Context: an optimization exercise on an open-source flow, tuned for small area and a short achievable clock period. The choices shown serve that exercise and are no tape-out recipe.
No activity file was given, so power comes from the tool's default toggle rates.

==> flow/design.v (excerpt) <==
module iitb_proc (clk, reset, i_mem_addr, i_mem_data, reg1, reg2, reg3, reg4, reg5, reg6, reg7);
input clk, reset;
output [15:0] i_mem_addr;
input [15:0] i_mem_data;
output [15:0] reg1, reg2, reg3, reg4, reg5, reg6, reg7;
reg         first;               
reg  [15:0] irf, pc_f;           
reg  [4:0]  d_op;                
reg  [2:0]  d_ra, d_rc;
reg  [8:0]  d_imm;               
reg         d_cimm;
reg  [15:0] pc_d;
reg  [4:0]  e_op;                
reg  [2:0]  e_rc;
reg         e_alu, e_compl;
reg  [15:0] out_d1, out_d2, brj;
reg         sig1_q, sig2_q;
reg  [15:0] frm_q;
reg  [15:0] alu_q;               
reg  [5:0]  m_ei, m_oi;
reg         m_a0;
reg         m_rd, m_wr, m_wb, m_alu;
reg  [2:0]  m_rc;
reg         fc, fz;
reg  [1:0]  wbdis;
reg  [15:0] rd_data;             
reg         w_wb, w_alu;
reg  [2:0]  w_rc;
reg  [15:0] R0;
reg  [15:0] R1, R2, R3, R4, R5, R6, R7;
assign i_mem_addr = R0;
assign reg1 = R1; assign reg2 = R2; assign reg3 = R3; assign reg4 = R4;
assign reg5 = R5; assign reg6 = R6; assign reg7 = R7;
always @(posedge clk or posedge reset)
	if (reset) begin
		first <= 1'b1;
		irf <= 16'd0;
	end else begin
		first <= 1'b0;
		irf <= first ? 16'd0 : i_mem_data;
	end
always @(posedge clk)
	pc_f <= R0;
wire [3:0] opc = irf[15:12];
wire [2:0] fn = irf[2:0];
wire d_hold = (opc == 4'b0010) && (fn[1:0] == 2'b11);
reg  [4:0] dn_op;
reg  [2:0] dn_ra, dn_rc;
reg        dn_cimm;
always @(*) begin
	dn_op = 5'd0;
	dn_ra = irf[11:9];
	dn_rc = irf[11:9];
	dn_cimm = 1'b0;
	case (opc)
	4'b0000: begin dn_op = 5'd0; dn_rc = irf[8:6]; dn_cimm = 1'b1; end
	4'b0001: begin
		dn_rc = irf[5:3];
		case (fn)
		3'b000: dn_op = 5'd1;
		3'b010: dn_op = 5'd2;
		3'b001: dn_op = 5'd3;
		3'b011: dn_op = 5'd4;
		3'b100: dn_op = 5'd5;
		3'b110: dn_op = 5'd6;
		3'b101: dn_op = 5'd7;
		default: dn_op = 5'd8;
		endcase
	end
	4'b0010: begin
		dn_rc = irf[5:3];
		case (fn)
		3'b000: dn_op = 5'd9;
		3'b010: dn_op = 5'd10;
		3'b001: dn_op = 5'd11;
		3'b100: dn_op = 5'd12;
		3'b110: dn_op = 5'd13;
		default: dn_op = 5'd14;
		endcase
	end
	4'b0011: begin dn_op = 5'd15; dn_ra = irf[8:6]; dn_cimm = 1'b1; end
	4'b0100: begin dn_op = 5'd16; dn_ra = irf[8:6]; dn_cimm = 1'b1; end
	4'b0101: begin dn_op = 5'd17; dn_cimm = 1'b1; end   
	4'b1000: dn_op = 5'd20;
	4'b1001: dn_op = 5'd21;
	4'b1010: dn_op = 5'd22;
	4'b1100: begin dn_op = 5'd23; dn_cimm = 1'b1; end
  ...
Size in the first run: ~1400 flip-flops, roughly 150 I/O pins, about 0.058 mm² of cells after synthesis.
clock: 10.0 ns
lec_check: 0
abc_clock_period_in_ps: 3500
cap_margin: 20
core_margin: 2
core_utilization: 30
place_density: 0.4
slew_margin: 20
standard.sh (not shown) runs the stock make flow with config.mk's settings and CLKGATE_MAP_FILE= SYNTH_SCRIPT=/design/flow/synth_recipe.tcl, a recipe that flattens the netlist after the stock synthesis.
==> flow/flow/run.sh <==
#!/bin/bash
# Layout flow: the standard ORFS flow (standard synthesis unchanged), with
# timing repair aimed below the 10 ns period so that the achieved period is short.
set -euo pipefail
cd "$(dirname "$0")/.."
bash standard.sh SETUP_SLACK_MARGIN=6.5 finish > flow_orfs.log 2>&1
Change:
--- a/flow/design.v
+++ b/flow/design.v
@@ -162,29 +162,29 @@
 		sig2_q <= sig2;
 		R0 <= r0n;
 	end
 always @(posedge clk) begin
 	out_d1 <= d1n;
 	out_d2 <= d2n;
 	brj <= pc_off;
 	frm_q <= frm;
 end
 wire [15:0] wd = rd_data;
 always @(posedge clk) begin
-	if (reset || (w_wb && w_rc == 3'd1)) R1 <= reset ? 16'd1 : wd;
-	if (reset || (w_wb && w_rc == 3'd2)) R2 <= reset ? 16'd2 : wd;
-	if (reset || (w_wb && w_rc == 3'd3)) R3 <= reset ? 16'd3 : wd;
-	if (reset || (w_wb && w_rc == 3'd4)) R4 <= reset ? 16'd4 : wd;
-	if (reset || (w_wb && w_rc == 3'd5)) R5 <= reset ? 16'd5 : wd;
-	if (reset || (w_wb && w_rc == 3'd6)) R6 <= reset ? 16'h8000 : wd;
-	if (reset || (w_wb && w_rc == 3'd7)) R7 <= reset ? 16'h8000 : wd;
+	if (reset) R1 <= 16'd1; else if (w_wb && w_rc == 3'd1) R1 <= wd;
+	if (reset) R2 <= 16'd2; else if (w_wb && w_rc == 3'd2) R2 <= wd;
+	if (reset) R3 <= 16'd3; else if (w_wb && w_rc == 3'd3) R3 <= wd;
+	if (reset) R4 <= 16'd4; else if (w_wb && w_rc == 3'd4) R4 <= wd;
+	if (reset) R5 <= 16'd5; else if (w_wb && w_rc == 3'd5) R5 <= wd;
+	if (reset) R6 <= 16'h8000; else if (w_wb && w_rc == 3'd6) R6 <= wd;
+	if (reset) R7 <= 16'h8000; else if (w_wb && w_rc == 3'd7) R7 <= wd;
 end
 wire [4:0]  x = e_op;
 wire [15:0] op1 = out_d1, op2 = out_d2;
 wire        x_add = (x < 5'd9);
 wire        x_nand = (x > 5'd8) && (x < 5'd15);
 wire        x_jump = (x == 5'd23) || (x == 5'd24) || (x == 5'd25);
 wire        x_cc = (x == 5'd2) || (x == 5'd6) || (x == 5'd10) || (x == 5'd13);
 wire        x_cz = (x == 5'd3) || (x == 5'd7) || (x == 5'd11) || (x == 5'd14);
 wire        x_unc = (x == 5'd0) || (x == 5'd1) || (x == 5'd4) || (x == 5'd5) || (x == 5'd8) ||
                     (x == 5'd9) || (x == 5'd12) || (x == 5'd15) || (x == 5'd16) ||
                     (x == 5'd23) || (x == 5'd24);
Routed wire length decreases slightly.
Setup slack loses 77 ps.
Hold slack gains 15 ps.
Power decreases by a little under a tenth.
Global-route usage decreases by 0.18 points.
Combinational power decreases by about a fifth.
Clock power increases slightly.
Function was not checked in any run of this note: the RTL went through the layout flow alone.

---

run A:
Another version of the RTL of iitb_proc (not shown whole).
Size in the first run: roughly 4700 cells after synthesis, ~150 I/O pins, about 60000 µm² of cells after synthesis.
==> flow/config.mk <==
export PLATFORM = sky130hd
export DESIGN_NAME = iitb_proc
export DESIGN_NICKNAME = iitb_proc
export VERILOG_FILES = /design/flow/design.v
export SDC_FILE = /design/flow/constraint.sdc
export NUM_CORES = 4
export LEC_CHECK = 0
export ABC_CLOCK_PERIOD_IN_PS = 3500
export CAP_MARGIN = 20
export CORE_MARGIN = 2
export CORE_UTILIZATION = 30
export CTS_CLUSTER_DIAMETER = 80
export CTS_CLUSTER_SIZE = 20
export PLACE_DENSITY = 0.4
export SLEW_MARGIN = 20
==> flow/constraint.sdc <==
create_clock -name core_clock -period 10.0 [get_ports {clk}]
set_input_delay 2.0000 -clock core_clock [delete_from_list [all_inputs] [get_ports {clk}]]
set_output_delay 2.0000 -clock core_clock [all_outputs]
set_load 0.01 [all_outputs]
==> flow/flow/run.sh <==
#!/bin/bash
# Layout flow: the standard ORFS flow (standard synthesis unchanged), with
# timing repair aimed below the 10 ns period so that the achieved period is short,
# clock tree synthesis without dummy loads, and plain buffers on the ports.
set -euo pipefail
cd "$(dirname "$0")/.."
bash standard.sh SETUP_SLACK_MARGIN=6.5 \
  "CTS_ARGS=-sink_clustering_enable -repair_clock_nets -sink_clustering_size 20 -sink_clustering_max_diameter 80 -dont_use_dummy_load" \
  "BUFFER_PORTS_ARGS=-buffer_cell sky130_fd_sc_hd__buf_2" \
  finish > flow_orfs.log 2>&1
Here is what was changed in the inputs of run B compared with run A.
--- a/flow/design.v
+++ b/flow/design.v
@@ -1,17 +1,16 @@
 module iitb_proc (clk, reset, i_mem_addr, i_mem_data, reg1, reg2, reg3, reg4, reg5, reg6, reg7);
 input clk, reset;
 output [15:0] i_mem_addr;
 input [15:0] i_mem_data;
 output [15:0] reg1, reg2, reg3, reg4, reg5, reg6, reg7;
 reg         first;               
 reg  [15:0] irf, pc_f;           
 reg         irf_hold, irf_rab;   
-reg  [2:0]  ra_sel, rb_sel;      
 reg  [4:0]  d_op;                
 reg  [2:0]  d_ra, d_rc;
 reg  [8:0]  d_imm;               
 reg         d_cimm;
 reg  [15:0] pc_d;
 reg  [15:0] rA_q, rB_q;
 reg         ra_is0, rb_is0;
 reg  [4:0]  e_op;                
@@ -32,36 +31,27 @@
 reg  [15:0] rd_data;             
 reg         w_wb, w_alu;
 reg  [2:0]  w_rc;
 reg  [15:0] R0;
 reg  [15:0] R1, R2, R3, R4, R5, R6, R7;
 assign i_mem_addr = R0;
 assign reg1 = R1; assign reg2 = R2; assign reg3 = R3; assign reg4 = R4;
 assign reg5 = R5; assign reg6 = R6; assign reg7 = R7;
-wire [15:0] nx_irf = first ? 16'd0 : i_mem_data;
-wire        nx_hold = (nx_irf[15:12] == 4'b0010) && (nx_irf[1:0] == 2'b11);
-wire        nx_rab = (nx_irf[15:12] == 4'b0011) || (nx_irf[15:12] == 4'b0100);
 always @(posedge clk or posedge reset)
 	if (reset) begin
 		first <= 1'b1;
 		irf <= 16'd0;
 		irf_hold <= 1'b0;
 		irf_rab <= 1'b0;
-		ra_sel <= 3'd0;
-		rb_sel <= 3'd0;
 	end else begin
-		if (!nx_hold) begin
-			ra_sel <= nx_rab ? nx_irf[8:6] : nx_irf[11:9];
-			rb_sel <= nx_irf[8:6];
-		end
 		first <= 1'b0;
 		irf <= first ? 16'd0 : i_mem_data;
-		irf_hold <= nx_hold;
-		irf_rab <= nx_rab;
+		irf_hold <= !first && (i_mem_data[15:12] == 4'b0010) && (i_mem_data[1:0] == 2'b11);
+		irf_rab <= !first && ((i_mem_data[15:12] == 4'b0011) || (i_mem_data[15:12] == 4'b0100));
 	end
 always @(posedge clk)
 	pc_f <= R0;
 wire [3:0] opc = irf[15:12];
 wire [2:0] fn = irf[2:0];
 wire d_hold = irf_hold;
 reg  [4:0] dn_op;
 reg  [2:0] dn_ra, dn_rc;
@@ -112,18 +102,18 @@
 always @(posedge clk or posedge reset)
 	if (reset) begin
 		d_op <= 5'd0;
 		d_rc <= 3'd0;
 	end else if (!d_hold) begin
 		d_op <= dn_op;
 		d_rc <= dn_rc;
 	end
-wire [2:0] ra_n = ra_sel;    
-wire [2:0] rb_n = rb_sel;    
+wire [2:0] ra_n = d_hold ? d_ra : irf_rab ? irf[8:6] : irf[11:9];
+wire [2:0] rb_n = d_hold ? d_imm[8:6] : irf[8:6];
 reg  [15:0] rnA, rnB;
 always @(*) begin
 	case (ra_n)
 	3'd1: rnA = R1; 3'd2: rnA = R2; 3'd3: rnA = R3; 3'd4: rnA = R4;
 	3'd5: rnA = R5; 3'd6: rnA = R6; default: rnA = R7;
 	endcase
 	case (rb_n)
 	3'd1: rnB = R1; 3'd2: rnB = R2; 3'd3: rnB = R3; 3'd4: rnB = R4;
@@ -197,25 +187,34 @@
 	out_d1 <= d1n;
 	out_d2 <= d2n_x;
 	e_t1 <= (f == 5'd8) && fc_n;
 	e_t0 <= f_compl ^ (((f == 5'd4) || (f == 5'd8)) && fc_n);
 	brj <= pc_off;
 	frm_q <= frm;
 end
 wire [15:0] wd = rd_data;
-always @(posedge clk) begin
-	if (reset) R1 <= 16'd1; else if (w_wb && w_rc == 3'd1) R1 <= wd;
-	if (reset) R2 <= 16'd2; else if (w_wb && w_rc == 3'd2) R2 <= wd;
-	if (reset) R3 <= 16'd3; else if (w_wb && w_rc == 3'd3) R3 <= wd;
-	if (reset) R4 <= 16'd4; else if (w_wb && w_rc == 3'd4) R4 <= wd;
-	if (reset) R5 <= 16'd5; else if (w_wb && w_rc == 3'd5) R5 <= wd;
-	if (reset) R6 <= 16'h8000; else if (w_wb && w_rc == 3'd6) R6 <= wd;
-	if (reset) R7 <= 16'h8000; else if (w_wb && w_rc == 3'd7) R7 <= wd;
-end
+always @(posedge clk or posedge reset)
+	if (reset) begin
+		R1 <= 16'd1;
+		R2 <= 16'd2;
+		R3 <= 16'd3;
+		R4 <= 16'd4;
+		R5 <= 16'd5;
+		R6 <= 16'h8000;
+		R7 <= 16'h8000;
+	end else if (w_wb) begin
+		if (w_rc == 3'd1) R1 <= wd;
+		if (w_rc == 3'd2) R2 <= wd;
+		if (w_rc == 3'd3) R3 <= wd;
+		if (w_rc == 3'd4) R4 <= wd;
+		if (w_rc == 3'd5) R5 <= wd;
+		if (w_rc == 3'd6) R6 <= wd;
+		if (w_rc == 3'd7) R7 <= wd;
+	end
 wire [4:0]  x = e_op;
 wire [15:0] op1 = out_d1, opb = out_d2;
 wire        x_add = (x < 5'd9);
 wire        x_nand = (x > 5'd8) && (x < 5'd15);
 wire        x_jump = (x == 5'd23) || (x == 5'd24) || (x == 5'd25);
 wire        x_cc = (x == 5'd2) || (x == 5'd6) || (x == 5'd10) || (x == 5'd13);
 wire        x_cz = (x == 5'd3) || (x == 5'd7) || (x == 5'd11) || (x == 5'd14);
 wire        x_unc = (x == 5'd0) || (x == 5'd1) || (x == 5'd4) || (x == 5'd5) || (x == 5'd8) ||
--- outcome ---
- Going from run A to run B, post-layout total power grows by about 9%.
- Of the two values seen for category of the critical setup timing path, reg2out was produced by run B and reg2reg by run A.
- Run B vs run A, master of the slowest instance on the critical path: sky130_fd_sc_hd__dfstp_2 vs sky130_fd_sc_hd__dfxtp_4
- Run A → run B: switching portion of total power rose by 1.9 points, critical path depth moved down, routed wire length stayed essentially flat.
- Of the two candidates, run A has the worse detailed-route via count and run B the better one.
- Run B ran to completion and came out clean on the timing, DRC and antenna checks.
Function was not checked in any run of this note: the RTL went through the layout flow alone.

port drivers added, routing unchanged:
In the flow no input, the clock included, has a driving cell. The finished layouts below were timed again as built, in two steps. Step 1, drivers: a clkbuf_16 drives clk and a buf_2 each remaining input, both assumed. Step 2 also shifts input and output timing later by t, the mid clock arrival at the registers, as if the neighbouring blocks saw the same clock. Slacks: ideal ports / drivers / drivers and shift; pairs: ideal ports / drivers.
| run | shift t [ns] | slack for setup (ns) | worst setup path at the end | clock arrival spread, ns |
|---|---|---|---|---|
| the first run of note 1 | 0.901 | 6.348 / 6.345 / 5.731 | input to register | 0.062 / 0.063 |
| the second run of note 1 | 0.889 | 6.270 / 6.270 / 5.730 | input to register | 0.048 / 0.047 |
| run A | 0.797 | 6.548 / 6.474 / 6.407 | input to register | 0.129 / 0.129 |
| run B | 0.803 | 6.510 / 6.423 / 6.228 | input, reset recovery | 0.123 / 0.122 |
After both steps every run listed still meets setup and hold. The setup slack of the first run of note 1, which loses most, moves by -0.003 ns with the drivers and by -0.617 ns with both steps. The worst setup slack also covers recovery checks on asynchronous resets.
